Background: an optimization exercise with open tools, aiming at small area. Do not read the settings as production practice. At most, simulation tests tie the RTL to the original design; equivalence was not proved. No activity file was given, so power comes from the tool's default toggle rates.

==> v29 <==
==> flow/design.v (excerpt) <==
module arbitrage_engine (
    input  clk,
    input  rst,         
    input  uart_rx,
    output uart_tx
);
==> module arbitrage_engine, before the edit <==
module arbitrage_engine (
    input  clk,
    input  rst,         
    input  uart_rx,
    output uart_tx
);
    wire      s1 = uart_rx;
    reg [8:0] rc;
    reg [3:0] rj;
    wire r_idle = ~rj[3] & rj[1] & ~rj[0];       
    wire r_stop = ~rj[3] & ~rj[1] & ~rj[0];      
    wire r_ev   = ~rc[8] & rc[7] & rc[6] & ~rc[5] & ~rc[3] & ~rc[1] & ~rc[0];
    wire dev    = r_ev & rj[3];                  
    wire vld    = r_ev & r_stop;                 
    always @(posedge clk) begin
        if (~rst | r_idle) rc <= 9'd103;
        else if (r_ev) rc <= 9'd79;
        else rc <= {rc[7:0], ~(rc[8] ^ rc[3])};
        if (~rst | vld) rj <= 4'd6;
        else if (r_ev | (r_idle & ~s1)) rj <= rj + 4'd1;
    end
    reg [2:0] ps;
    wire p_idle = ~ps[2] & ~ps[0];
    wire p_a    = ~ps[2] & ps[0];
    wire p_bh   = ps[2] & ps[0];
    wire p_b    = ps[2] & ps[1];
    wire p_ft   = ps[2] & ~ps[1];
    reg  m;
    wire m_bit = s1 ^ rj[0] ^ p_ft;              
    always @(posedge clk) begin
        if (r_idle) m <= 1'b1;
        else if (dev) m <= m & ~m_bit;
    end
    reg  [15:0] P;
    reg         br, bh;
    wire        pa   = P[0];
    wire        din  = p_b ? (s1 ^ pa ^ br) : s1;
    wire        xfer;
    wire hz    = ~|P[7:0];
    wire lz    = ~|P[15:8];
    wire eq    = hz & ~bh & lz;
    wire neg   = bh | (hz & br);                 
    wire kh    = br | (neg & lz);
    always @(posedge clk) begin
        if (~rst) ps <= 3'b000;
        else if (ps == 3'b010) ps <= 3'b101;
        else if (ps == 3'b101) ps <= 3'b000;
        else if (vld & p_ft) ps <= m ? 3'b010 : 3'b000;
        else if (vld & (~p_idle | m)) ps <= {ps[1:0], ~ps[2]};
    end
    always @(posedge clk) begin
        if ((dev & ~p_ft) | xfer) P <= {din, P[15:1]};
        if (p_a | (vld & p_bh)) br <= 1'b0;
        else if (dev & p_b) br <= (~pa & (s1 | br)) | (s1 & br);
        if (vld & p_bh) bh <= br;
    end
    reg [2:0] eb;
    reg [3:0] q;
    reg [8:0] c;
    reg [15:0] R;
    reg        rneg, k;
    wire t_idle = q == 4'd3;
    wire t_en   = q == 4'd6;
    wire t_pre  = (q == 4'd4) | (q == 4'd5);
    wire t_start= q == 4'd7;
    wire t_data = q[3];
    wire nb     = c[8] & ~c[7] & c[6] & c[5] & c[4] & ~c[3] & ~c[2] & ~c[0];
    wire e_idle = ~eb[1] & ~eb[0];
    wire e_sh   = ~eb[1] & eb[0];
    wire e_st   = ~eb[2] & eb[1];
    wire e_prof = eb[2];
    wire e_lo   = eb[2] & ~eb[0];
    wire pick   = (ps == 3'b101) & ~eq;
    wire e_wait = eb[2] & ~eb[1];
    wire t_extra= q == 4'd0;
    wire go     = t_idle & ~e_idle;
    assign xfer = e_sh & t_start & ~c[4] & c[3] & ~c[2] & c[1] & ~c[0];
    wire rtx    = e_prof & ((nb & t_data & ~(q[2:0] == 3'd7)) | t_extra);
    always @(posedge clk) begin
        if (~rst) q <= 4'd3;
        else if (e_wait) q <= 4'd4;
        else if (go) q <= 4'd6;
        else if (nb | (q == 4'd0) | (q == 4'd2) | t_pre | t_en) q <= q + 4'd1;
        if (~rst | nb) c <= 9'd0;
        else if (t_idle | t_pre | t_en) c <= {8'd0, c[0]};
        else c <= {c[7:0], ~(c[8] ^ c[3])};
        if (~rst) eb <= 3'd0;
        else if (pick) eb <= 3'b100;
        else if (e_wait) eb <= 3'b001;
        else if (go) eb <= {eb[1] & eb[0], eb[0], ~eb[2]};
        if (xfer | rtx) R <= {pa, R[15:1]};
        if (pick) rneg <= neg;
        if (pick) k <= kh;
        else if (e_lo & t_start) k <= rneg;
        else if (rtx) k <= k & ~R[0];
    end
    wire [2:0] bi = t_extra ? 3'd7 : q[2:0];
    reg  bitval;
    always @(*) begin
        if (e_sh)        bitval = bi[0];
        else if (e_st)   bitval = (bi == 3'd0) ? rneg : (bi == 3'd1) ? ~rneg : 1'b0;
        else if (e_prof) bitval = R[0] ^ rneg ^ k;
        else             bitval = ~bi[0];
    end
    assign uart_tx = (t_data | t_extra) ? bitval : ~t_start;
endmodule
clock: 20.0 ns
lec_check: 0
cap_margin: 20
core_margin: 2
core_utilization: 40
slew_margin: 20
standard.sh (not shown) runs the stock make flow with config.mk's settings and CLKGATE_MAP_FILE= SYNTH_SCRIPT=/design/flow/synth_recipe.tcl, a recipe that flattens the netlist after the stock synthesis.
==> flow/flow/run.sh <==
#!/bin/bash
# Layout flow: the standard synthesis, then its combinational logic
# re-mapped for area (flip-flops untouched; each accepted netlist is
# proven equivalent to the standard one), then the standard ORFS flow
# with a clock tree without dummy loads and minimum-size port buffers.
set -euo pipefail
LIB=$FLOW_HOME/platforms/sky130hd/lib/sky130_fd_sc_hd__tt_025C_1v80.lib
YOSYS=$(command -v yosys || true)
if [[ -z "$YOSYS" ]]; then YOSYS=$FLOW_HOME/../tools/install/yosys/bin/yosys; fi
RES=orfs/results/sky130hd/arbitrage_engine/base

bash standard.sh synth > standard_synth.log 2>&1

cp $RES/1_2_yosys.v std_netlist.v
grep "Chip area" orfs/reports/sky130hd/arbitrage_engine/base/synth_stat.txt > std_stat.txt || echo "Chip area 999999" > std_stat.txt
if python3 flow/filt_lib.py $LIB filt.lib > filt_lib.log 2>&1 \
   && bash flow/remap.sh std_netlist.v $YOSYS 4 > remap.log 2>&1 \
   && ! cmp -s std_netlist.v best.v \
   && bash flow/eqcheck.sh std_netlist.v best.v filt.lib $YOSYS > eqcheck.log 2>&1; then
  cp best.v $RES/1_2_yosys.v
  rm -f $RES/1_synth.odb $RES/1_synth.sdc
  echo "using re-mapped netlist" > netlist_choice.log
else
  echo "re-mapping failed or not proven; using the standard netlist" > netlist_choice.log
fi
rm -f filt.lib try_*.v cur.v eq_gold.v eq_gate.v

bash standard.sh \
  "CTS_ARGS=-sink_clustering_enable -repair_clock_nets -dont_use_dummy_load -buf_list sky130_fd_sc_hd__clkbuf_4" \
  "BUFFER_PORTS_ARGS=-buffer_cell sky130_fd_sc_hd__buf_1" \
  finish > standard_finish.log 2>&1
==> flow/flow/abc_1.scr <==
&get -n
&st
&dch -f
&nf -a
&put
mfs2
strash
&get -n
&dch -f
&nf -a
&put
==> flow/flow/abc_2.scr <==
&get -n
&st
&syn2
&dch -f
&nf -a
&put
mfs2
strash
&get -n
&syn2
&dch -f
&nf -a
&put
==> flow/flow/abc_3.scr <==
&get -n
&st
&dc2
&dch -f
&nf -a
&put
mfs2
strash
&get -n
&dc2
&dch -f
&nf -a
&put
==> flow/flow/abc_4.scr <==
strash
dch -f
map -a
mfs2
strash
dch -f
map -a
==> flow/flow/abc_5.scr <==
&get -n
&st
&synch2
&dch -f
&nf -a
&put
mfs2
strash
&get -n
&synch2
&dch -f
&nf -a
&put
mfs2
strash
&get -n
&dch -f
&nf -a
&put
==> flow/flow/abc_6.scr <==
strash
dc2
dch -f
map -a
mfs2
strash
dc2
dch -f
map -a
==> flow/flow/abc_7.scr <==
&get -n
&st
&synch2
&dch -f
&nf -a
&put
mfs2
strash
&get -n
&dch -f
&nf -a
&put
mfs2
strash
&get -n
&dch -f
&nf -a
&put
==> flow/flow/abc_8.scr <==
strash
dch -f
amap
mfs2
strash
&get -n
&dch -f
&nf -a
&put
==> flow/flow/remap.sh <==
#!/bin/bash
# remap.sh STD_NETLIST YOSYS ROUNDS: repeatedly re-map the combinational
# logic with several ABC scripts, keep the smallest netlist, write best.v.
STD=$1; Y=$2; ROUNDS=$3
cp $STD best.v
best=$(awk '/Chip area/ {print $NF}' std_stat.txt)
for r in $(seq 1 $ROUNDS); do
  cp best.v cur.v
  for s in 1 2 3 4 5 6 7 8; do
    sed -e "s#IN_NETLIST#cur.v#; s#SCRIPT#flow/abc_$s.scr#; s#OUT_STAT#try_$s.txt#; s#OUT_NETLIST#try_$s.v#" flow/remap.ys > try_$s.ys
    rm -f try_$s.txt try_$s.v
    $Y -q -s try_$s.ys > try_$s.log 2>&1 || continue
    a=$(awk '/Chip area/ {print $NF}' try_$s.txt)
    flops=$(grep -c 'sky130_fd_sc_hd__e\?dfxtp' try_$s.v || true)
    echo "round $r script $s area $a flops $flops"
    # a failed ABC run leaves no logic; only accept netlists proven equivalent
    if [[ -n "$a" ]] && awk -v a=$a -v b=$best 'BEGIN{exit !(a < b)}' \
       && bash flow/eqcheck.sh $STD try_$s.v filt.lib $Y > try_eq.log 2>&1; then
      best=$a; cp try_$s.v best.v; echo "  accepted"
    fi
  done
done
echo "best $best"
==> flow/flow/remap.ys <==
# Re-map the combinational logic of IN_NETLIST with ABC script SCRIPT.
# Flip-flops stay as they are (same instances, names and cell types).
read_liberty -ignore_miss_func filt.lib
blackbox sky130_fd_sc_hd__df* sky130_fd_sc_hd__edf* sky130_fd_sc_hd__sdf* sky130_fd_sc_hd__sedf* sky130_fd_sc_hd__dl* sky130_fd_sc_hd__conb_1
read_verilog IN_NETLIST
hierarchy -top arbitrage_engine
flatten
opt_clean
abc -liberty filt.lib -script SCRIPT
opt_clean -purge
splitnets
opt_clean -purge
rename -enumerate
tee -o OUT_STAT stat -liberty filt.lib
select arbitrage_engine
write_verilog -noattr -noexpr -nohex -nodec -selected OUT_NETLIST
Other scripts of this flow, unchanged in this note and not shown: flow/flow/eqcheck.sh, flow/flow/filt_lib.py
==> inputs of v37, as changes to v29 <==
==> flow/design.v (replaced) <==
module arbitrage_engine (
    input  clk,
    input  rst,         
    input  uart_rx,
    output uart_tx
);
    wire      s1 = uart_rx;
    reg [8:0] rc;
    reg [3:0] rj;
    wire r_idle = ~rj[3] & rj[1] & ~rj[0];       
    wire r_stop = ~rj[3] & ~rj[1] & ~rj[0];      
    wire r_wrap = rc[8] & rc[7] & rc[5] & rc[3] & ~rc[2] & rc[1] & ~rc[0];
    wire r_ev   = rc[8] & ~rc[7] & ~rc[5] & rc[4] & ~rc[3] & rc[2] & ~rc[0];
    wire dev    = r_ev & rj[3];                  
    wire vld    = r_ev & r_stop;                 
    always @(posedge clk) begin
        if (~rst | r_idle | r_wrap) rc <= 9'd130;
        else rc <= {rc[7:0], ~(rc[8] ^ rc[3])};
        if (~rst | vld) rj <= 4'd6;
        else if (r_wrap | (r_idle & ~s1)) rj <= rj + 4'd1;
    end
    reg [2:0] ps;
    wire p_idle = ~ps[2] & ~ps[0];
    wire p_a    = ~ps[2] & ps[0];
    wire p_bh   = ps[2] & ps[0];
    wire p_b    = ps[2] & ps[1];
    wire p_ft   = ps[2] & ~ps[1];
    reg  m;
    wire m_bit = s1 ^ rj[0] ^ p_ft;              
    always @(posedge clk) begin
        if (r_idle) m <= 1'b1;
        else if (dev) m <= m & ~m_bit;
    end
    reg  [15:0] P;
    reg         br, bh;
    wire        pa   = P[0];
    wire        din  = p_b ? (s1 ^ pa ^ br) : s1;
    wire        xfer;
    wire hz    = ~|P[7:0];
    wire lz    = ~|P[15:8];
    wire eq    = hz & ~bh & lz;
    wire neg   = bh | (hz & br);                 
    wire kh    = br | (neg & lz);
    always @(posedge clk) begin
        if (~rst) ps <= 3'b000;
        else if (ps == 3'b010) ps <= 3'b101;
        else if (ps == 3'b101) ps <= 3'b000;
        else if (vld & p_ft) ps <= (m & ~eq) ? 3'b010 : 3'b000;
        else if (vld & (~p_idle | m)) ps <= {ps[1:0], ~ps[2]};
    end
    always @(posedge clk) begin
        if ((dev & ~p_ft) | xfer) P <= {din, P[15:1]};
        if (p_a | (vld & p_bh)) br <= 1'b0;
        else if (dev & p_b) br <= (~pa & (s1 | br)) | (s1 & br);
        if (vld & p_bh) bh <= br;
    end
    reg [2:0] eb;
    reg [3:0] q;
    reg [8:0] c;
    reg       txd;
    reg       f;         
    reg [15:0] R;
    reg        rneg, k;
    wire t_idle = q == 4'd3;
    wire t_en   = q == 4'd6;
    wire t_pre  = (q == 4'd4) | (q == 4'd5);
    wire t_start= q == 4'd7;
    wire t_data = q[3];
    wire nb     = c[8] & c[7] & c[6] & c[5] & c[3] & c[1] & c[0];
    wire e_idle = ~eb[1] & ~eb[0];
    wire e_sh   = ~eb[1] & eb[0];
    wire e_st   = ~eb[2] & eb[1];
    wire e_prof = eb[2];
    wire e_lo   = eb[2] & ~eb[0];
    wire pick   = ps == 3'b101;
    wire go     = t_idle & ~e_idle;
    assign xfer = e_sh & t_start & c[5] & c[4] & c[1] & c[0];
    wire rtx    = nb & t_data & e_prof;
    always @(posedge clk) begin
        if (~rst) q <= 4'd3;
        else if (pick) q <= 4'd4;
        else if (go) q <= 4'd6;
        else if (nb | (q == 4'd0) | (q == 4'd2) | t_pre | t_en) q <= q + 4'd1;
        if (~rst | nb | t_idle | t_pre | (t_en & ~f)) c <= 9'd230;
        else c <= {c[7:0], ~(c[8] ^ c[3])};
        if (~rst) f <= 1'b0;
        else if (q == 4'd2) f <= 1'b1;
        if (~rst) eb <= 3'd0;
        else if (go | pick) eb <= {eb[1] & eb[0], eb[0], ~eb[2]};
        if (xfer | rtx) R <= {pa, R[15:1]};
        if (pick) rneg <= neg;
        if (pick) k <= kh;
        else if (e_lo & t_start) k <= rneg;
        else if (rtx) k <= k & ~R[0];
    end
    wire [2:0] bi = q[2:0];
    reg  bitval;
    always @(*) begin
        if (e_sh)        bitval = bi[0];
        else if (e_st)   bitval = (bi == 3'd0) ? rneg : (bi == 3'd1) ? ~rneg : 1'b0;
        else if (e_prof) bitval = R[0] ^ rneg ^ k;
        else             bitval = ~bi[0];
    end
    always @(posedge clk) begin
        if (~rst) txd <= 1'b1;
        else if (t_data) txd <= bitval;
        else if (q == 4'd0) txd <= txd;
        else txd <= ~t_start;
    end
    assign uart_tx = txd;
endmodule
==> flow/flow/run.sh (replaced) <==
#!/bin/bash
# Layout flow: the standard synthesis, then its combinational logic
# re-mapped for area (flip-flops untouched, result proven equivalent),
# then the standard ORFS flow with a clock tree without dummy loads and
# minimum-size port buffers.
set -euo pipefail
LIB=$FLOW_HOME/platforms/sky130hd/lib/sky130_fd_sc_hd__tt_025C_1v80.lib
YOSYS=$(command -v yosys || true)
if [[ -z "$YOSYS" ]]; then YOSYS=$FLOW_HOME/../tools/install/yosys/bin/yosys; fi
RES=orfs/results/sky130hd/arbitrage_engine/base

bash standard.sh synth > standard_synth.log 2>&1

cp $RES/1_2_yosys.v std_netlist.v
if python3 flow/filt_lib.py $LIB filt.lib > filt_lib.log 2>&1 \
   && $YOSYS -s flow/resyn.ys > resyn.log 2>&1 \
   && bash flow/eqcheck.sh std_netlist.v resyn.v filt.lib $YOSYS > eqcheck.log 2>&1; then
  cp resyn.v $RES/1_2_yosys.v
  rm -f $RES/1_synth.odb $RES/1_synth.sdc
  echo "using re-mapped netlist" > netlist_choice.log
else
  echo "re-mapping failed or not proven; using the standard netlist" > netlist_choice.log
fi
rm -f filt.lib

bash standard.sh \
  "CTS_ARGS=-sink_clustering_enable -repair_clock_nets -dont_use_dummy_load -buf_list sky130_fd_sc_hd__clkbuf_4" \
  "BUFFER_PORTS_ARGS=-buffer_cell sky130_fd_sc_hd__buf_1" \
  finish > standard_finish.log 2>&1
==> flow/flow/abc_area.scr (new file) <==
&get -n
&st
&synch2
&dch -f
&nf -a
&put
mfs2
strash
&get -n
&dch -f
&nf -a
&put
mfs2
strash
&get -n
&dch -f
&nf -a
&put
==> flow/flow/resyn.ys (new file) <==
# Re-map the combinational logic of the standard synthesis for area.
# Flip-flops stay as they are (same instances, names and cell types).
read_liberty -ignore_miss_func filt.lib
blackbox sky130_fd_sc_hd__df* sky130_fd_sc_hd__edf* sky130_fd_sc_hd__sdf* sky130_fd_sc_hd__sedf* sky130_fd_sc_hd__dl* sky130_fd_sc_hd__conb_1
read_verilog std_netlist.v
hierarchy -top arbitrage_engine
flatten
opt_clean
abc -liberty filt.lib -script flow/abc_area.scr
opt_clean -purge
splitnets
opt_clean -purge
rename -enumerate
tee -o resyn_stat.txt stat -liberty filt.lib
select arbitrage_engine
write_verilog -noattr -noexpr -nohex -nodec -selected resyn.v
removed: flow/flow/abc_1.scr
removed: flow/flow/abc_2.scr
removed: flow/flow/abc_3.scr
removed: flow/flow/abc_4.scr
removed: flow/flow/abc_5.scr
removed: flow/flow/abc_6.scr
removed: flow/flow/abc_7.scr
removed: flow/flow/abc_8.scr
removed: flow/flow/remap.sh
removed: flow/flow/remap.ys
==> inputs of v2, as changes to v29 <==
--- a/flow/design.v
+++ b/flow/design.v
@@ -9,15 +9,15 @@
     reg [3:0] rj;
     wire r_idle = ~rj[3] & rj[1] & ~rj[0];       
     wire r_stop = ~rj[3] & ~rj[1] & ~rj[0];      
-    wire r_ev   = ~rc[8] & rc[7] & rc[6] & ~rc[5] & ~rc[3] & ~rc[1] & ~rc[0];
+    wire r_wrap = rc[8] & rc[7] & rc[5] & rc[3] & ~rc[2] & rc[1] & ~rc[0];
+    wire r_ev   = rc[8] & ~rc[7] & ~rc[5] & rc[4] & ~rc[3] & rc[2] & ~rc[0];
     wire dev    = r_ev & rj[3];                  
     wire vld    = r_ev & r_stop;                 
     always @(posedge clk) begin
-        if (~rst | r_idle) rc <= 9'd103;
-        else if (r_ev) rc <= 9'd79;
+        if (~rst | r_idle | r_wrap) rc <= 9'd130;
         else rc <= {rc[7:0], ~(rc[8] ^ rc[3])};
         if (~rst | vld) rj <= 4'd6;
-        else if (r_ev | (r_idle & ~s1)) rj <= rj + 4'd1;
+        else if (r_wrap | (r_idle & ~s1)) rj <= rj + 4'd1;
     end
     reg [2:0] ps;
     wire p_idle = ~ps[2] & ~ps[0];
@@ -25,19 +25,16 @@
     wire p_bh   = ps[2] & ps[0];
     wire p_b    = ps[2] & ps[1];
     wire p_ft   = ps[2] & ~ps[1];
-    reg  m;
-    wire m_bit = s1 ^ rj[0] ^ p_ft;              
-    always @(posedge clk) begin
-        if (r_idle) m <= 1'b1;
-        else if (dev) m <= m & ~m_bit;
-    end
     reg  [15:0] P;
     reg         br, bh;
     wire        pa   = P[0];
     wire        din  = p_b ? (s1 ^ pa ^ br) : s1;
     wire        xfer;
-    wire hz    = ~|P[7:0];
-    wire lz    = ~|P[15:8];
+    reg  [15:0] R;
+    wire hdr   = P[15:8] == 8'hAA;
+    wire ftr   = P[15:8] == 8'h55;
+    wire hz    = ~|R[15:8];
+    wire lz    = ~|P[7:0];
     wire eq    = hz & ~bh & lz;
     wire neg   = bh | (hz & br);                 
     wire kh    = br | (neg & lz);
@@ -45,11 +42,11 @@
         if (~rst) ps <= 3'b000;
         else if (ps == 3'b010) ps <= 3'b101;
         else if (ps == 3'b101) ps <= 3'b000;
-        else if (vld & p_ft) ps <= m ? 3'b010 : 3'b000;
-        else if (vld & (~p_idle | m)) ps <= {ps[1:0], ~ps[2]};
+        else if (vld & p_ft) ps <= ftr ? 3'b010 : 3'b000;
+        else if (vld & (~p_idle | hdr)) ps <= {ps[1:0], ~ps[2]};
     end
     always @(posedge clk) begin
-        if ((dev & ~p_ft) | xfer) P <= {din, P[15:1]};
+        if (dev | xfer) P <= {din, P[15:1]};
         if (p_a | (vld & p_bh)) br <= 1'b0;
         else if (dev & p_b) br <= (~pa & (s1 | br)) | (s1 & br);
         if (vld & p_bh) bh <= br;
@@ -57,7 +54,6 @@
     reg [2:0] eb;
     reg [3:0] q;
     reg [8:0] c;
-    reg [15:0] R;
     reg        rneg, k;
     wire t_idle = q == 4'd3;
     wire t_en   = q == 4'd6;
@@ -74,7 +70,7 @@
     wire e_wait = eb[2] & ~eb[1];
     wire t_extra= q == 4'd0;
     wire go     = t_idle & ~e_idle;
-    assign xfer = e_sh & t_start & ~c[4] & c[3] & ~c[2] & c[1] & ~c[0];
+    assign xfer = e_sh & t_start & ~c[5] & ~c[4] & c[3] & ~c[2] & c[1] & ~c[0];
     wire rtx    = e_prof & ((nb & t_data & ~(q[2:0] == 3'd7)) | t_extra);
     always @(posedge clk) begin
         if (~rst) q <= 4'd3;
@@ -88,7 +84,7 @@
         else if (pick) eb <= 3'b100;
         else if (e_wait) eb <= 3'b001;
         else if (go) eb <= {eb[1] & eb[0], eb[0], ~eb[2]};
-        if (xfer | rtx) R <= {pa, R[15:1]};
+        if ((dev & p_ft) | xfer | rtx) R <= {pa, R[15:1]};
         if (pick) rneg <= neg;
         if (pick) k <= kh;
         else if (e_lo & t_start) k <= rneg;
--- a/flow/flow/run.sh
+++ b/flow/flow/run.sh
@@ -14,7 +14,7 @@
 cp $RES/1_2_yosys.v std_netlist.v
 grep "Chip area" orfs/reports/sky130hd/arbitrage_engine/base/synth_stat.txt > std_stat.txt || echo "Chip area 999999" > std_stat.txt
 if python3 flow/filt_lib.py $LIB filt.lib > filt_lib.log 2>&1 \
-   && bash flow/remap.sh std_netlist.v $YOSYS 4 > remap.log 2>&1 \
+   && bash flow/remap.sh std_netlist.v $YOSYS 3 > remap.log 2>&1 \
    && ! cmp -s std_netlist.v best.v \
    && bash flow/eqcheck.sh std_netlist.v best.v filt.lib $YOSYS > eqcheck.log 2>&1; then
   cp best.v $RES/1_2_yosys.v
==> inputs of v23, as changes to v29 <==
--- a/flow/design.v
+++ b/flow/design.v
@@ -9,15 +9,15 @@
     reg [3:0] rj;
     wire r_idle = ~rj[3] & rj[1] & ~rj[0];       
     wire r_stop = ~rj[3] & ~rj[1] & ~rj[0];      
-    wire r_ev   = ~rc[8] & rc[7] & rc[6] & ~rc[5] & ~rc[3] & ~rc[1] & ~rc[0];
+    wire r_wrap = rc[8] & rc[7] & rc[5] & rc[3] & ~rc[2] & rc[1] & ~rc[0];
+    wire r_ev   = rc[8] & ~rc[7] & ~rc[5] & rc[4] & ~rc[3] & rc[2] & ~rc[0];
     wire dev    = r_ev & rj[3];                  
     wire vld    = r_ev & r_stop;                 
     always @(posedge clk) begin
-        if (~rst | r_idle) rc <= 9'd103;
-        else if (r_ev) rc <= 9'd79;
+        if (~rst | r_idle | r_wrap) rc <= 9'd130;
         else rc <= {rc[7:0], ~(rc[8] ^ rc[3])};
         if (~rst | vld) rj <= 4'd6;
-        else if (r_ev | (r_idle & ~s1)) rj <= rj + 4'd1;
+        else if (r_wrap | (r_idle & ~s1)) rj <= rj + 4'd1;
     end
     reg [2:0] ps;
     wire p_idle = ~ps[2] & ~ps[0];
@@ -45,7 +45,7 @@
         if (~rst) ps <= 3'b000;
         else if (ps == 3'b010) ps <= 3'b101;
         else if (ps == 3'b101) ps <= 3'b000;
-        else if (vld & p_ft) ps <= m ? 3'b010 : 3'b000;
+        else if (vld & p_ft) ps <= (m & ~eq) ? 3'b010 : 3'b000;
         else if (vld & (~p_idle | m)) ps <= {ps[1:0], ~ps[2]};
     end
     always @(posedge clk) begin
@@ -70,7 +70,7 @@
     wire e_st   = ~eb[2] & eb[1];
     wire e_prof = eb[2];
     wire e_lo   = eb[2] & ~eb[0];
-    wire pick   = (ps == 3'b101) & ~eq;
+    wire pick   = ps == 3'b101;
     wire e_wait = eb[2] & ~eb[1];
     wire t_extra= q == 4'd0;
     wire go     = t_idle & ~e_idle;
--- a/flow/flow/run.sh
+++ b/flow/flow/run.sh
@@ -14,7 +14,7 @@
 cp $RES/1_2_yosys.v std_netlist.v
 grep "Chip area" orfs/reports/sky130hd/arbitrage_engine/base/synth_stat.txt > std_stat.txt || echo "Chip area 999999" > std_stat.txt
 if python3 flow/filt_lib.py $LIB filt.lib > filt_lib.log 2>&1 \
-   && bash flow/remap.sh std_netlist.v $YOSYS 4 > remap.log 2>&1 \
+   && bash flow/remap.sh std_netlist.v $YOSYS 3 > remap.log 2>&1 \
    && ! cmp -s std_netlist.v best.v \
    && bash flow/eqcheck.sh std_netlist.v best.v filt.lib $YOSYS > eqcheck.log 2>&1; then
   cp best.v $RES/1_2_yosys.v
==> comparison table <==
metric                                                                         v2             v37             v29             v23
Run status                                                         finished clean  finished clean  finished clean  finished clean
Final Hold Slack                                                         0.417 ns        0.397 ns        0.416 ns        0.414 ns
Pin count of the biggest net entering global routing                           17              18              17              17
Number of global-route vias before repair                                   1,519           1,496           1,485           1,540
Combinational Power                                                     0.0323 mW      0.00284 mW       0.0387 mW       0.0305 mW
Syn Std Cell Area                                                        2610 µm²        2610 µm²        2610 µm²        2580 µm²
Final Cycle Share                                                           0.293           0.255           0.298           0.292
Final standard cell count with taps included and fillers excluded             316             307             308             309
Slew at the pin with the worst max-slew slack                            0.677 ns        0.710 ns        0.731 ns        0.661 ns
Share of post-route cells with drive strength above 1                      0.0418          0.0435          0.0476          0.0431
Post-synthesis instance total                                                 226             217             217             219
WL met3                                                                    198 µm          146 µm          168 µm          134 µm
Share of power burned in the clock network                                  0.237           0.285           0.231           0.241
Worst setup SP type                                                      register   primary input        register        register
Met1 Resource Use GR                                                        0.191           0.184           0.188           0.187
First-pass GRT wire length                                                7.38 mm         7.15 mm         7.26 mm         7.46 mm
Setup slack after layout                                                 14.14 ns        14.91 ns        14.04 ns        14.15 ns
Wire length the detailed router placed on met1                            2.17 mm         2.15 mm         2.22 mm         2.21 mm
Only the layout flow was run in v29 and v2; the RTL was not checked for function there.

-- static timing again, ports no longer ideal --
Ports are ideal in the flow. The routed layouts listed here were re-timed in OpenROAD.
Step 1 (the two cells are an assumption about what drives the block):
set clk [get_ports {clk}]
set_driving_cell -lib_cell sky130_fd_sc_hd__clkbuf_16 $clk
set_driving_cell -lib_cell sky130_fd_sc_hd__buf_2 [delete_from_list [all_inputs] $clk]
Step 2 times the ports against the registers' clock, not the clock port: input delays grow and output delays shrink by t, the midpoint of the rising clock arrivals with the driver on.
a / b / c = ideal / step 1 / step 2; a / b = the first two.
| run | t, ns | setup WS [ns] | worst setup path after step 2 | clock arrival spread, ns | cell pins on the clock port's net |
|---|---|---|---|---|---|
| v29 | 0.402 | 14.037 / 14.012 / 14.414 | register to output | 0.034 / 0.034 | 1 |
| v37 | 0.404 | 14.906 / 14.908 / 14.503 | input to register | 0.034 / 0.035 | 1 |
| v2 | 0.400 | 14.141 / 14.116 / 14.517 | register to output | 0.019 / 0.019 | 1 |
| v23 | 0.412 | 14.152 / 14.127 / 14.539 | register to output | 0.035 / 0.035 | 1 |
After both steps every run listed still meets setup and hold. For v37, which loses most, drivers alone change the setup slack by +0.002 ns; drivers and shift together by -0.403 ns.
